Background: an optimization exercise with open tools, aiming at small area and a short achievable clock period. Do not read the settings as production practice. The RTL was checked by simulation tests, not by an equivalence proof against the original design. Power figures rest on the tool's default switching activity, not on a simulated workload.

==> flow/design.v <==
`timescale 1ns / 1ps
module Main(
    input clk,
    input [7:0] instruction,
    input reset,
    output [7:0] ReadAddress,
    output [6:0] seg_ten,
    output [6:0] seg_one,
    output led
    );
  wire [1:0] op = instruction[7:6];
  wire [1:0] rs = instruction[5:4];
  wire [1:0] rt = instruction[3:2];
  wire [1:0] x  = instruction[1:0];
  wire [7:0] imm = {{7{x[1]}}, x[0]};
  wire is_add  = (op == 2'b00);
  wire is_lw   = (op == 2'b01);
  wire is_sw   = (op == 2'b10);
  wire is_jump = (op == 2'b11);
  wire [3:0] rsd = {rs == 2'd3, rs == 2'd2, rs == 2'd1, rs == 2'd0};
  wire [3:0] rtd = {rt == 2'd3, rt == 2'd2, rt == 2'd1, rt == 2'd0};
  wire [3:0] rsd_alu = rsd & {4{~is_lw}};
  wire b_en = is_add | is_jump;
  wire [3:0] xd  = {x == 2'd3, x == 2'd2, x == 2'd1, x == 2'd0};
  wire [3:0] xd_lw = xd & {4{is_lw}};
  wire [3:0] xd_sw = xd & {4{is_sw}};
  reg [7:0] R0, R1, R2, R3;
  wire [7:0] A, B, B2, BI, HA;
  wire [3:0] LA;
  genvar b, i, g;
  generate
    for (b = 0; b < 8; b = b + 1) begin : rdport
      cpu_ao4 ua (.s(rsd_alu), .d({R3[b], R2[b], R1[b], R0[b]}), .y(A[b]));
      cpu_ao4 ub (.s(rtd), .d({R3[b], R2[b], R1[b], R0[b]}), .y(B[b]));
      cpu_ao4 ub2 (.s(rtd), .d({R3[b], R2[b], R1[b], R0[b]}), .y(B2[b]));
      cpu_a21o ubi (.a1(B2[b]), .a2(b_en), .b1(is_sw & imm[b]), .x(BI[b]));
      cpu_ao4 uh (.s(rsd), .d({R3[4:2] == b, R2[4:2] == b, R1[4:2] == b, R0[4:2] == b}), .y(HA[b]));
    end
    for (b = 0; b < 4; b = b + 1) begin : rdlo
      cpu_ao4 ul (.s(rsd), .d({R3[1:0] == b, R2[1:0] == b, R1[1:0] == b, R0[1:0] == b}), .y(LA[b]));
    end
  endgenerate
  wire [7:0] sum;
  cpu_add8 u_add (.a(A), .b(BI), .s(sum));
  wire [3:0] lo_rd [0:3];
  wire [3:0] lo_wr;
  generate
    for (b = 0; b < 4; b = b + 1) begin : lsel
      for (g = 0; g < 4; g = g + 1) begin : cp
        cpu_ao4 ur (.s(xd_lw), .d({LA[(b + 1) % 4], LA[(b + 2) % 4], LA[(b + 3) % 4], LA[b]}), .y(lo_rd[g][b]));
      end
      cpu_ao4 uw (.s(xd_sw), .d({LA[(b + 1) % 4], LA[(b + 2) % 4], LA[(b + 3) % 4], LA[b]}), .y(lo_wr[b]));
    end
  endgenerate
  wire c2, c2_a, c2_b;
  cpu_aoi22 u_c2a (.a1(x == 2'd3), .a2(LA[1]), .b1(x[1]), .b2(LA[2]), .y(c2_a));
  cpu_nand2 u_c2b (.a(x != 2'd0), .b(LA[3]), .y(c2_b));
  cpu_nand2 u_c2 (.a(c2_a), .b(c2_b), .y(c2));
  wire [7:0] hc0 = x[1] ? {HA[0], HA[7:1]} : HA;
  wire [7:0] hc1 = x[1] ? HA : {HA[6:0], HA[7]};
  wire [7:0] hi;
  generate
    for (b = 0; b < 8; b = b + 1) begin : hsel
      cpu_mux2 u (.s(c2), .a(hc0[b]), .b(hc1[b]), .y(hi[b]));
    end
  endgenerate
  reg [7:0] M [0:31];
  wire [7:0] alu_nlw = sum;
  wire [7:0] W, Wr;
  generate
    for (b = 0; b < 8; b = b + 1) begin : rdmem
      wire [7:0] grp;
      for (g = 0; g < 8; g = g + 1) begin : gr
        cpu_ao4 u (.s(lo_rd[b / 2]), .d({M[4*g+3][b], M[4*g+2][b], M[4*g+1][b], M[4*g][b]}), .y(grp[g]));
      end
      wire [3:0] t;
      cpu_aoi22 u0 (.a1(hi[0]), .a2(grp[0]), .b1(hi[1]), .b2(grp[1]), .y(t[0]));
      cpu_aoi22 u1 (.a1(hi[2]), .a2(grp[2]), .b1(hi[3]), .b2(grp[3]), .y(t[1]));
      cpu_aoi22 u2 (.a1(hi[4]), .a2(grp[4]), .b1(hi[5]), .b2(grp[5]), .y(t[2]));
      cpu_aoi221 u3 (.a1(hi[6]), .a2(grp[6]), .b1(hi[7]), .b2(grp[7]), .c(alu_nlw[b]), .y(t[3]));
      cpu_nand4 us (.a(t[0]), .b(t[1]), .c(t[2]), .d(t[3]), .y(W[b]));
      cpu_nand4r ur (.a(t[0]), .b(t[1]), .c(t[2]), .d(t[3]), .y(Wr[b]));
    end
  endgenerate
  wire [3:0] rwe;
  assign rwe[0] = (is_add & (x == 2'd0)) | (is_lw & (rt == 2'd0));
  assign rwe[1] = (is_add & (x == 2'd1)) | (is_lw & (rt == 2'd1));
  assign rwe[2] = (is_add & (x == 2'd2)) | (is_lw & (rt == 2'd2));
  assign rwe[3] = (is_add & (x == 2'd3)) | (is_lw & (rt == 2'd3));
  always @(posedge clk or posedge reset) begin
    if (reset) begin
      R0 <= 8'd0; R1 <= 8'd0; R2 <= 8'd0; R3 <= 8'd0;
    end else begin
      if (rwe[0]) R0 <= Wr;
      if (rwe[1]) R1 <= Wr;
      if (rwe[2]) R2 <= Wr;
      if (rwe[3]) R3 <= Wr;
    end
  end
  generate
    for (i = 0; i < 32; i = i + 1) begin : mw
      always @(posedge clk or posedge reset)
        if (reset) M[i] <= (i <= 16) ? (i % 16) : (272 - i);
        else if (hi[i / 4] & lo_wr[i % 4]) M[i] <= B;
    end
  endgenerate
  reg [7:0] PC;
  always @(posedge clk or posedge reset) begin
    if (reset) PC <= 8'd0;
    else PC <= PC + 8'd1 + (is_jump ? imm : 8'd0);
  end
  assign ReadAddress = PC;
  assign led = reset;
  cpu_seg7 u_ten (.v(W[7:4]), .seg(seg_ten));
  cpu_seg7 u_one (.v(W[3:0]), .seg(seg_one));
endmodule
module cpu_ao4(input [3:0] s, input [3:0] d, output y);
  assign y = |(s & d);
endmodule
module cpu_ao4p1(input [3:0] s, input [3:0] d, input e, output y);
  wire t0, t1;
  cpu_aoi22 u0 (.a1(s[0]), .a2(d[0]), .b1(s[1]), .b2(d[1]), .y(t0));
  cpu_aoi221 u1 (.a1(s[2]), .a2(d[2]), .b1(s[3]), .b2(d[3]), .c(e), .y(t1));
  cpu_nand2 u2 (.a(t0), .b(t1), .y(y));
endmodule
module cpu_add8(input [7:0] a, input [7:0] b, output [7:0] s);
  assign s = a + b;
endmodule
module cpu_a21o(input a1, input a2, input b1, output x);
  assign x = (a1 & a2) | b1;
endmodule
module cpu_aoi221(input a1, input a2, input b1, input b2, input c, output y);
  assign y = ~((a1 & a2) | (b1 & b2) | c);
endmodule
module cpu_nand4(input a, input b, input c, input d, output y);
  assign y = ~(a & b & c & d);
endmodule
module cpu_nand4r(input a, input b, input c, input d, output y);
  assign y = ~(a & b & c & d);
endmodule
module cpu_aoi22(input a1, input a2, input b1, input b2, output y);
  assign y = ~((a1 & a2) | (b1 & b2));
endmodule
module cpu_nand2(input a, input b, output y);
  assign y = ~(a & b);
endmodule
module cpu_mux2(input s, input a, input b, output y);
  assign y = s ? b : a;
endmodule
module cpu_seg7(input [3:0] v, output reg [6:0] seg);
  always @* begin
    case (v)
      4'h0: seg = 7'b0111111;
      4'h1: seg = 7'b0000110;
      4'h2: seg = 7'b1011011;
      4'h3: seg = 7'b1001111;
      4'h4: seg = 7'b1100110;
      4'h5: seg = 7'b1101101;
      4'h6: seg = 7'b1111101;
      4'h7: seg = 7'b0000111;
      4'h8: seg = 7'b1111111;
      4'h9: seg = 7'b1101111;
      4'hA: seg = 7'b1110111;
      4'hB: seg = 7'b1011110;
      4'hC: seg = 7'b0111001;
      4'hD: seg = 7'b1001110;
      4'hE: seg = 7'b1111001;
      default: seg = 7'b1110001;
    endcase
  end
endmodule
export LEC_CHECK = 0
export CAP_MARGIN = 5
export CORE_MARGIN = 2
export CORE_UTILIZATION = 55
export CTS_BUF_LIST = sky130_fd_sc_hd__clkbuf_8
export CTS_CLUSTER_DIAMETER = 100
export CTS_CLUSTER_SIZE = 12
export SETUP_SLACK_MARGIN = 2.3
export SLEW_MARGIN = 5
export SYNTH_HIERARCHICAL = 1
export TNS_END_PERCENT = 0
create_clock -name core_clock -period 9.0 [get_ports {clk}]
standard.sh (not shown) runs the stock make flow with config.mk's settings and CLKGATE_MAP_FILE= SYNTH_SCRIPT=/design/flow/synth_recipe.tcl, a recipe that flattens the netlist after the stock synthesis.
==> flow/flow/run.sh <==
#!/bin/bash
# The standard layout (standard.sh), with one step added between the
# standard synthesis and the floorplan: every combinational cell of the
# synthesized netlist is set to drive strength 1 (flow/downsize.py), so that
# the layout's timing repair sizes up only the cells on the critical paths.
# Registers and their cell types are those of the standard synthesis.
# Each step's full output goes to a log file in this folder.
set -euo pipefail
RES=$PWD/orfs/results/$FLOW_PLATFORM/Main/base
bash standard.sh "$RES/1_2_yosys.v" > synth.log 2>&1
python3 flow/downsize.py "$FLOW_HOME/platforms/sky130hd/lib/sky130_fd_sc_hd__tt_025C_1v80.lib" "$RES/1_2_yosys.v" > downsize.log 2>&1
bash standard.sh finish > standard.log 2>&1
==> flow/flow/downsize.py <==
"""Set every combinational cell of a synthesized netlist to drive strength 1
(when the library has that size), so that the layout's timing repair sizes up
only the cells that need it. Flip-flops and the function of every cell are
left as they are. Usage: downsize.py LIBERTY NETLIST"""
import re
import sys

lib, net = sys.argv[1], sys.argv[2]
cells = set(re.findall(r'cell\s*\(\s*"?(sky130_fd_sc_hd__\w+)"?\s*\)', open(lib).read()))
text = open(net).read()


def smaller(m):
    name = m.group(1)
    base, size = m.group(2), m.group(3)
    if re.match(r'(e|s|se)?df|dl|conb|tap|fill|decap', base):
        return m.group(0)
    one = 'sky130_fd_sc_hd__%s_1' % base
    if int(size) > 1 and one in cells:
        return m.group(0).replace(name, one, 1)
    return m.group(0)


text, n = re.subn(r'^\s*((?:sky130_fd_sc_hd__)(\w+?)_(\d+))\s', smaller, text, flags=re.M)
open(net, 'w').write(text)
The baseline finished with timing, DRC and antenna clean.
Next try:
==> flow/run.sh (new file) <==
#!/bin/bash
# synth_recipe.tcl (not shown) runs the flow's synth.tcl, then flattens the netlist and writes it again
# the make line also repeats each setting of config.mk as NAME=value (left out here)
make -C /OpenROAD-flow-scripts/flow DESIGN_CONFIG=/design/flow/config.mk WORK_HOME=/design/flow/orfs CLKGATE_MAP_FILE= SYNTH_SCRIPT=/design/flow/synth_recipe.tcl finish
- CORE_UTILIZATION: 55 -> 50
removed: flow/flow/run.sh
removed: flow/flow/downsize.py
removed: flow/standard.sh
- power rises by about 7%
- setup slack loses 0.10 ns
- first-iteration DRC count decreases by 21%
- final cell count climbs by 6.0%
- clock-buffer cell count stays the same
- via count grows by about 2.6%
- cell area grows by 3.8%
Next try:
- CORE_UTILIZATION: 50 -> 55
Outcome: Cell count goes down by a few percent; worst setup slack improves by 0.13 ns; routed wire length goes down by a few percent.
Next try:
==> flow/flow/run.sh (new file) <==
#!/bin/bash
set -uo pipefail
export CTS_ARGS="-sink_clustering_enable -repair_clock_nets -sink_clustering_size 12 -sink_clustering_max_diameter 100 -buf_list sky130_fd_sc_hd__clkbuf_8 -dont_use_dummy_load"
export BUFFER_PORTS_ARGS="-buffer_cell sky130_fd_sc_hd__buf_2"
bash standard.sh finish > standard.log 2>&1
==> flow/standard.sh (new file) <==
#!/bin/bash
# synth_recipe.tcl (not shown) runs the flow's synth.tcl, then flattens the netlist and writes it again
# the make line also repeats each setting of config.mk as NAME=value (left out here)
make -C /OpenROAD-flow-scripts/flow DESIGN_CONFIG=/design/flow/config.mk WORK_HOME=/design/flow/orfs CLKGATE_MAP_FILE= SYNTH_SCRIPT=/design/flow/synth_recipe.tcl "${@:-finish}"
- CAP_MARGIN: 5 -> 20
- SLEW_MARGIN: 5 -> 20
removed: flow/run.sh
Outcome: The changed run completed without violations; power increases slightly; clock skew increases by 0.069 ns; sequential share of layout area decreases by 0.16 points; non-clock buffer count increases by 4; flip-flop and latch count does not change; utilization increases by 0.25 points; count of clock-buffer cells in the layout stays the same.
Next try:
==> flow/run.sh (new file) <==
#!/bin/bash
# synth_recipe.tcl (not shown) runs the flow's synth.tcl, then flattens the netlist and writes it again
# the make line also repeats each setting of config.mk as NAME=value (left out here)
make -C /OpenROAD-flow-scripts/flow DESIGN_CONFIG=/design/flow/config.mk WORK_HOME=/design/flow/orfs CLKGATE_MAP_FILE= SYNTH_SCRIPT=/design/flow/synth_recipe.tcl finish
- SETUP_SLACK_MARGIN: 2.3 -> 2.5
- TNS_END_PERCENT: 0 -> default
removed: flow/flow/run.sh
removed: flow/standard.sh
What happened: Global-route usage rises by 1.1 points; fmax increases by 0.37%; register-to-register slack gets worse by 0.06 ns.

## port drivers added, routing unchanged
In the flow no input, the clock included, has a driving cell. The finished layouts below were timed again as built, in two steps. Step 1 assumes that a clkbuf_16 drives the clock port and a buf_2 every other input. Step 2 also shifts input and output timing later by t, the mid clock arrival at the registers, as if the neighbouring blocks saw the same clock. a / b / c = ideal ports / drivers / drivers and shift; a / b = the first two.
run | shift t [ns] | setup slack, ns | worst setup path at the end | worst register clock-pin slew, ns | worst data-port slew with drivers (ns)
the first run | 0.668 | 2.267 / 2.233 / 2.233 | input to output | 0.10 / 0.10 | 0.04
the second run | 0.665 | 2.164 / 2.139 / 2.139 | input to output | 0.10 / 0.10 | 0.05
the third run | 0.640 | 2.297 / 2.266 / 2.266 | input to output | 0.10 / 0.10 | 0.05
the fourth run | 0.630 | 2.232 / 2.200 / 2.200 | input to output | 0.09 / 0.09 | 0.06
the fifth run | 0.662 | 2.257 / 2.217 / 2.217 | input to output | 0.10 / 0.10 | 0.07
After both steps setup and hold are still met in every run listed. The setup slack of the fifth run, which loses most, moves by -0.040 ns with the drivers and by -0.040 ns with both steps.
